Source: an optimization exercise on an open RTL-to-GDS flow (aim: small area). Production flows keep margins and buffers that such runs may drop. At most, simulation tests tie the RTL to the original design; equivalence was not proved. Power and IR drop assume default switching activity. The clock port is modelled as an ideal driver; clocking choices that lean on that would not hold on a real chip.

==> module meas, before the edit <==
module meas
#(
parameter C_IOSCNUM = 48,
parameter C_IOSCDWIDTH = 20,
parameter C_OIDWIDTH = 24,
parameter C_MEMDATAWIDTH = 8,
parameter C_MEMADDRWIDTH = 10
)
(
input                               I_osc_rst,
input       [C_IOSCNUM-1:0]         I_osc,
input                               I_sclk,
input       [C_MEMDATAWIDTH-1:0]    I_mem_data,
output      [C_MEMADDRWIDTH-1:0]    O_mem_addr,
output reg  [C_OIDWIDTH-1:0]        O_prim_id,
output reg                          O_id_v
);
localparam C_L = 6;
localparam C_R = 2;
localparam C_P = 7;
localparam C_H = C_R * C_P;              
localparam C_W = C_L + 1 + 1 + C_H;      
reg [5:0] S_addr;
reg [1:0] S_sub;
wire S_done = S_addr[5] & S_addr[4] & (S_sub == 2'd0);
always @(posedge I_sclk) begin
    if (!I_osc_rst) begin
        S_addr <= 0;
        S_sub <= 0;
        O_id_v <= 0;
    end else if (!S_done) begin
        if (S_addr[0] | (S_sub == 2'd1))
            S_addr <= S_addr + 1'b1;
        if (!S_addr[0])
            S_sub <= S_sub + 1'b1;
    end else begin
        O_id_v <= 1;
    end
end
assign O_mem_addr = {{(C_MEMADDRWIDTH-6){1'b0}}, S_addr};
reg S_osc_rst_d;
always @(posedge I_sclk) begin
    S_osc_rst_d <= I_osc_rst;
end
wire S_snap = S_osc_rst_d & ~I_osc_rst;
reg [2:0] S_phase;
always @(posedge I_sclk) begin
    S_phase <= (S_phase == C_P - 1) ? 3'd0 : S_phase + 1'b1;
end
wire S_last = (S_phase == C_P - 1);
reg [2:0] S_clr_cnt;
wire S_clearing = (S_clr_cnt != 0);
reg S_valid;     
wire S_zero_snap = S_snap & ~S_valid;
wire S_reads_done = I_osc_rst & S_addr[5] & S_addr[4] & (S_sub == 2'd2);
always @(posedge I_sclk) begin
    if (S_reads_done | S_zero_snap)
        S_clr_cnt <= C_P;
    else if (S_snap)
        S_clr_cnt <= 3'd0;
    else if (S_clearing)
        S_clr_cnt <= S_clr_cnt - 1'b1;
end
always @(posedge I_sclk) begin
    if (S_snap)
        S_valid <= 1'b0;
    else if (S_clr_cnt == 3'd1)
        S_valid <= 1'b1;
end
wire S_take = S_last & ~S_clearing;
wire S_keep = ~S_clearing;
wire [C_IOSCNUM*C_W-1:0] S_osc_data;
genvar i, j;
for (i = 0; i < C_IOSCNUM; i = i + 1) begin: gen_meas_osc
    reg S_gated_d;
    reg [C_L:0] S_live;
    reg [C_L-1:0] S_lo;
    reg [C_H-1:0] S_ring;
    reg S_c;
    wire gated_osc = I_osc_rst & I_osc[i];
    wire [C_L:0] S_t;
    assign S_t[0] = gated_osc & ~S_gated_d;
    for (j = 0; j < C_L; j = j + 1) begin: gen_live
        assign S_t[j+1] = S_t[j] & S_live[j];
    end
    wire [C_R:0] S_tc;
    assign S_tc[0] = S_c;
    for (j = 0; j < C_R; j = j + 1) begin: gen_tap
        assign S_tc[j+1] = S_tc[j] & S_ring[j];
    end
    wire [C_R-1:0] S_digit = {C_R{S_keep}} & (S_ring[C_R-1:0] ^ S_tc[C_R-1:0]);
    always @(posedge I_sclk) begin
        S_gated_d <= gated_osc;
        S_live[C_L-1:0] <= {C_L{I_osc_rst}} & (S_live[C_L-1:0] ^ S_t[C_L-1:0]);
        S_live[C_L] <= ~S_zero_snap & (S_t[C_L] | (S_live[C_L] & ~S_take));
        if (S_snap)
            S_lo <= S_live[C_L-1:0];
        S_ring <= {S_digit, S_ring[C_H-1:C_R]};
        S_c <= S_last ? (S_live[C_L] & S_take) : (S_tc[C_R] & S_keep);
    end
    assign S_osc_data[i*C_W +: C_W] = {S_live[C_L], S_lo, S_c, S_ring};
end
reg [5:0] S_sel;
always @(posedge I_sclk) begin
    S_sel <= I_mem_data[5:0];
end
wire [C_W-1:0] S_mux_data;
meas_mux #(.C_INUM(C_IOSCNUM), .C_IDWIDTH(C_W), .C_ISWIDTH(6)) mux(
    .I_data(S_osc_data),
    .I_sel(S_sel),
    .O_data(S_mux_data)
);
wire [C_IOSCDWIDTH-1:0] S_value;
meas_value #(.C_L(C_L), .C_R(C_R), .C_P(C_P), .C_DWIDTH(C_IOSCDWIDTH)) value(
    .I_data(S_mux_data),
    .I_phase(S_phase),
    .I_zero(S_clearing),
    .O_value(S_value)
);
reg [C_IOSCDWIDTH-1:0] S_first;
always @(posedge I_sclk) begin
    S_first <= S_value;
end
wire S_comp;
meas_comp #(.C_IWIDTH(C_IOSCDWIDTH)) comp(
    .I_comp1(S_first),
    .I_comp2(S_value),
    .O_res(S_comp)
);
always @(posedge I_sclk) begin
    if (S_sub == 2'd2 && !S_addr[0])
        O_prim_id <= {O_prim_id[C_OIDWIDTH-2:0], S_comp};
end
endmodule
clock: 10.0 ns
lec_check: 0
cap_margin: 0
core_margin: 2
core_utilization: 65
gpl_timing_driven: 0
place_density: 0.85
slew_margin: 0
synth_hierarchical: 1
synth_minimum_keep_size: 0
standard.sh (not shown) runs the stock make flow with config.mk's settings and CLKGATE_MAP_FILE= SYNTH_SCRIPT=/design/flow/synth_recipe.tcl, a recipe that flattens the netlist after the stock synthesis.
==> flow/flow/run.sh <==
#!/bin/bash
# Standard ORFS flow with a leaner clock tree: CTS without dummy loads and with
# larger sink clusters, and the smallest buffer on the ports.
set -e
export CTS_ARGS="-sink_clustering_enable -repair_clock_nets -dont_use_dummy_load -sink_clustering_size 30 -sink_clustering_max_diameter 100 -buf_list sky130_fd_sc_hd__clkbuf_16"
export REMOVE_ABC_BUFFERS=1
export BUFFER_PORTS_ARGS="-buffer_cell sky130_fd_sc_hd__buf_1"
bash standard.sh > standard.log 2>&1
Rerun with:
--- a/flow/design.v
+++ b/flow/design.v
@@ -208,12 +208,17 @@
 always @(posedge I_sclk) begin
     if (S_snap)
         S_valid <= 1'b0;
     else if (S_clr_cnt == 3'd1)
         S_valid <= 1'b1;
 end
+reg S_zero;
+always @(posedge I_sclk) begin
+    if (S_snap)
+        S_zero <= S_zero_snap;
+end
 wire S_take = S_last & ~S_clearing;
 wire S_keep = ~S_clearing;
 wire [C_IOSCNUM*C_W-1:0] S_osc_data;
 genvar i, j;
 for (i = 0; i < C_IOSCNUM; i = i + 1) begin: gen_meas_osc
     reg S_gated_d;
@@ -255,13 +260,13 @@
     .O_data(S_mux_data)
 );
 wire [C_IOSCDWIDTH-1:0] S_value;
 meas_value #(.C_L(C_L), .C_R(C_R), .C_P(C_P), .C_DWIDTH(C_IOSCDWIDTH)) value(
     .I_data(S_mux_data),
     .I_phase(S_phase),
-    .I_zero(S_clearing),
+    .I_zero(S_zero),
     .O_value(S_value)
 );
 reg [C_IOSCDWIDTH-1:0] S_first;
 always @(posedge I_sclk) begin
     S_first <= S_value;
 end
Synthesized area stays flat. Routed wire length stays flat. Via count went up by 0.47%. Die area hardly moves. Fmax hardly moves. Final area barely changes. Total power decreases by 0.37%. Cell count is about the same.
The RTL of the first run of this note was laid out without a check of its function.

* * *

Another version of the RTL of bpuf_core (not shown whole).
Size in the first run: ~3,400 cells after synthesis, about 100 I/O pins.
==> module meas_value, before the edit <==
module meas_value
#(
parameter C_L = 6,
parameter C_R = 2,
parameter C_P = 7,
parameter C_PB = 3,
parameter C_DWIDTH = 20
)
(
input       [C_L+1+C_R*C_P:0]   I_data,      
input       [C_PB-1:0]          I_phase,
input                           I_zero,
output      [C_DWIDTH-1:0]      O_value
);
localparam C_H = C_R * C_P;
wire [C_H-1:0] S_ring = I_data[C_H-1:0];
wire S_c = I_data[C_H];
wire [C_L:0] S_lo = I_data[C_H+1 +: C_L + 1];
wire [C_P-1:0] S_ph;
genvar k;
for (k = 0; k < C_P; k = k + 1) begin: gen_ph
    assign S_ph[k] = (I_phase == k) & ~I_zero;
end
reg [C_H-1:0] S_hi;
integer d, p;
always @(*) begin
    S_hi = 0;
    for (p = 0; p < C_P; p = p + 1)
        for (d = 0; d < C_P; d = d + 1)
            S_hi[d*C_R +: C_R] = S_hi[d*C_R +: C_R] |
                ({C_R{S_ph[p]}} & S_ring[((d + C_P - p) % C_P)*C_R +: C_R]);
end
wire [C_H:0] S_t;
wire [C_H-1:0] S_sum;
genvar j;
for (j = 0; j < C_H; j = j + 1) begin: gen_inc
    if (j % C_R == 0) begin: g_in
        wire S_cin = (j == 0 ? S_lo[C_L] : S_t[j]) | (S_c & S_ph[j / C_R]);
        assign S_sum[j] = S_hi[j] ^ S_cin;
        assign S_t[j+1] = S_hi[j] & S_cin;
    end else begin: g_mid
        assign S_sum[j] = S_hi[j] ^ S_t[j];
        assign S_t[j+1] = S_hi[j] & S_t[j];
    end
end
assign S_t[0] = 1'b0;
assign O_value = {{(C_DWIDTH-C_H-C_L){1'b0}}, S_sum, S_lo[C_L-1:0]};
endmodule
==> flow/config.mk <==
export PLATFORM = sky130hd
export DESIGN_NAME = bpuf_core
export DESIGN_NICKNAME = bpuf_core
export VERILOG_FILES = /design/flow/design.v
export SDC_FILE = /design/flow/constraint.sdc
export NUM_CORES = 8
export LEC_CHECK = 0
export CAP_MARGIN = 0
export CORE_MARGIN = 2
export CORE_UTILIZATION = 65
export GPL_TIMING_DRIVEN = 0
export PLACE_DENSITY = 0.85
export SLEW_MARGIN = 0
export SYNTH_HIERARCHICAL = 1
export SYNTH_MINIMUM_KEEP_SIZE = 0
==> flow/constraint.sdc <==
create_clock -name core_clock -period 10.0 [get_ports {clk}]
set_input_delay 2.0000 -clock core_clock [delete_from_list [all_inputs] [get_ports {clk}]]
set_output_delay 2.0000 -clock core_clock [all_outputs]
set_load 0.01 [all_outputs]
Scripts as last shown in full above: flow/flow/run.sh
Change:
--- a/flow/design.v
+++ b/flow/design.v
@@ -119,22 +119,28 @@
         for (d = 0; d < C_P; d = d + 1)
             S_hi[d*C_R +: C_R] = S_hi[d*C_R +: C_R] |
                 ({C_R{S_ph[p]}} & S_ring[((d + C_P - p) % C_P)*C_R +: C_R]);
 end
-wire [C_H:0] S_t;
-wire [C_H-1:0] S_sum;
-genvar j;
-for (j = 0; j < C_H; j = j + 1) begin: gen_inc
-    if (j % C_R == 0) begin: g_in
-        wire S_cin = (j == 0 ? S_lo[C_L] : S_t[j]) | (S_c & S_ph[j / C_R]);
-        assign S_sum[j] = S_hi[j] ^ S_cin;
-        assign S_t[j+1] = S_hi[j] & S_cin;
-    end else begin: g_mid
-        assign S_sum[j] = S_hi[j] ^ S_t[j];
-        assign S_t[j+1] = S_hi[j] & S_t[j];
+wire [C_P-1:0] S_inj;
+for (k = 0; k < C_P; k = k + 1) begin: gen_inj
+    assign S_inj[k] = (S_c & S_ph[k]) | ((k == 0) ? S_lo[C_L] : 1'b0);
+end
+reg [C_H-1:0] S_cy;
+reg S_run;
+integer q, b;
+always @(*) begin
+    for (q = 0; q < C_H; q = q + 1) begin
+        S_cy[q] = 1'b0;
+        for (p = 0; p < C_P; p = p + 1)
+            if (p * C_R <= q) begin
+                S_run = S_inj[p];
+                for (b = p * C_R; b < q; b = b + 1)
+                    S_run = S_run & S_hi[b];
+                S_cy[q] = S_cy[q] | S_run;
+            end
     end
 end
-assign S_t[0] = 1'b0;
+wire [C_H-1:0] S_sum = S_hi ^ S_cy;
 assign O_value = {{(C_DWIDTH-C_H-C_L){1'b0}}, S_sum, S_lo[C_L-1:0]};
 endmodule
 module meas
 #(
@@ -193,10 +199,8 @@
 wire S_reads_done = I_osc_rst & S_addr[5] & S_addr[4] & (S_sub == 2'd2);
 always @(posedge I_sclk) begin
     if (S_reads_done | S_zero_snap)
         S_clr_cnt <= C_P;
-    else if (S_snap)
-        S_clr_cnt <= 3'd0;
     else if (S_clearing)
         S_clr_cnt <= S_clr_cnt - 1'b1;
 end
 always @(posedge I_sclk) begin
@@ -204,8 +208,13 @@
         S_valid <= 1'b0;
     else if (S_clr_cnt == 3'd1)
         S_valid <= 1'b1;
 end
+reg S_zero;
+always @(posedge I_sclk) begin
+    if (S_snap)
+        S_zero <= S_zero_snap;
+end
 wire S_take = S_last & ~S_clearing;
 wire S_keep = ~S_clearing;
 wire [C_IOSCNUM*C_W-1:0] S_osc_data;
 genvar i, j;
@@ -251,9 +260,9 @@
 wire [C_IOSCDWIDTH-1:0] S_value;
 meas_value #(.C_L(C_L), .C_R(C_R), .C_P(C_P), .C_DWIDTH(C_IOSCDWIDTH)) value(
     .I_data(S_mux_data),
     .I_phase(S_phase),
-    .I_zero(S_clearing),
+    .I_zero(S_zero),
     .O_value(S_value)
 );
 reg [C_IOSCDWIDTH-1:0] S_first;
 always @(posedge I_sclk) begin
=>
- fmax went up by about 19%
- final cell count goes up by about 0.64%
- utilization went up by 0.11 points
- via count falls by 0.33%
- cell area came out higher by about 0.33%
- area after synthesis grows by about 0.3%
- routed wire length hardly moves
- power came out lower by about 0.6%
- die area is higher by about 0.3%
- sequential power hardly moves
- count of clock-buffer cells in the layout drops by 1
- non-clock buffer count fell by 1
- register-to-register slack gets better by 1.4 ns
The RTL of the second run of this note was laid out without a check of its function.

## afterwards: timing with drivers on the ports
The flow's constraints put no driver on any port. The routed layouts listed below were extracted and timed again, unchanged, in two steps.
Step 1 sets driving cells, clkbuf_16 on the clock port and buf_2 on the other inputs (assumed; they add their load-dependent delay and slew).
Step 2, shift: input delay + t, output delay - t, t = (earliest + latest rising clock arrival at the registers) / 2. This alone moves slack from input paths to output paths.
a / b / c = ideal ports / drivers / drivers and shift; a / b = the first two.
| run | t (ns) | slack for setup (ns) | latest minus earliest clock arrival (ns) | worst register clock-pin slew, ns | cell pins on the clock port's net |
|---|---|---|---|---|---|
| the first run of note 1 | 0.709 | 2.567 / 2.567 / 2.567 | 0.022 / 0.022 | 0.11 / 0.11 | 1 |
| the second run of note 1 | 0.714 | 2.553 / 2.553 / 2.553 | 0.047 / 0.047 | 0.11 / 0.11 | 1 |
| the first run of note 2 | 0.709 | 1.022 / 1.022 / 1.022 | 0.044 / 0.044 | 0.11 / 0.11 | 1 |
| the second run of note 2 | 0.717 | 2.443 / 2.443 / 2.443 | 0.030 / 0.030 | 0.11 / 0.11 | 1 |
After both steps setup and hold are still met in every run listed.
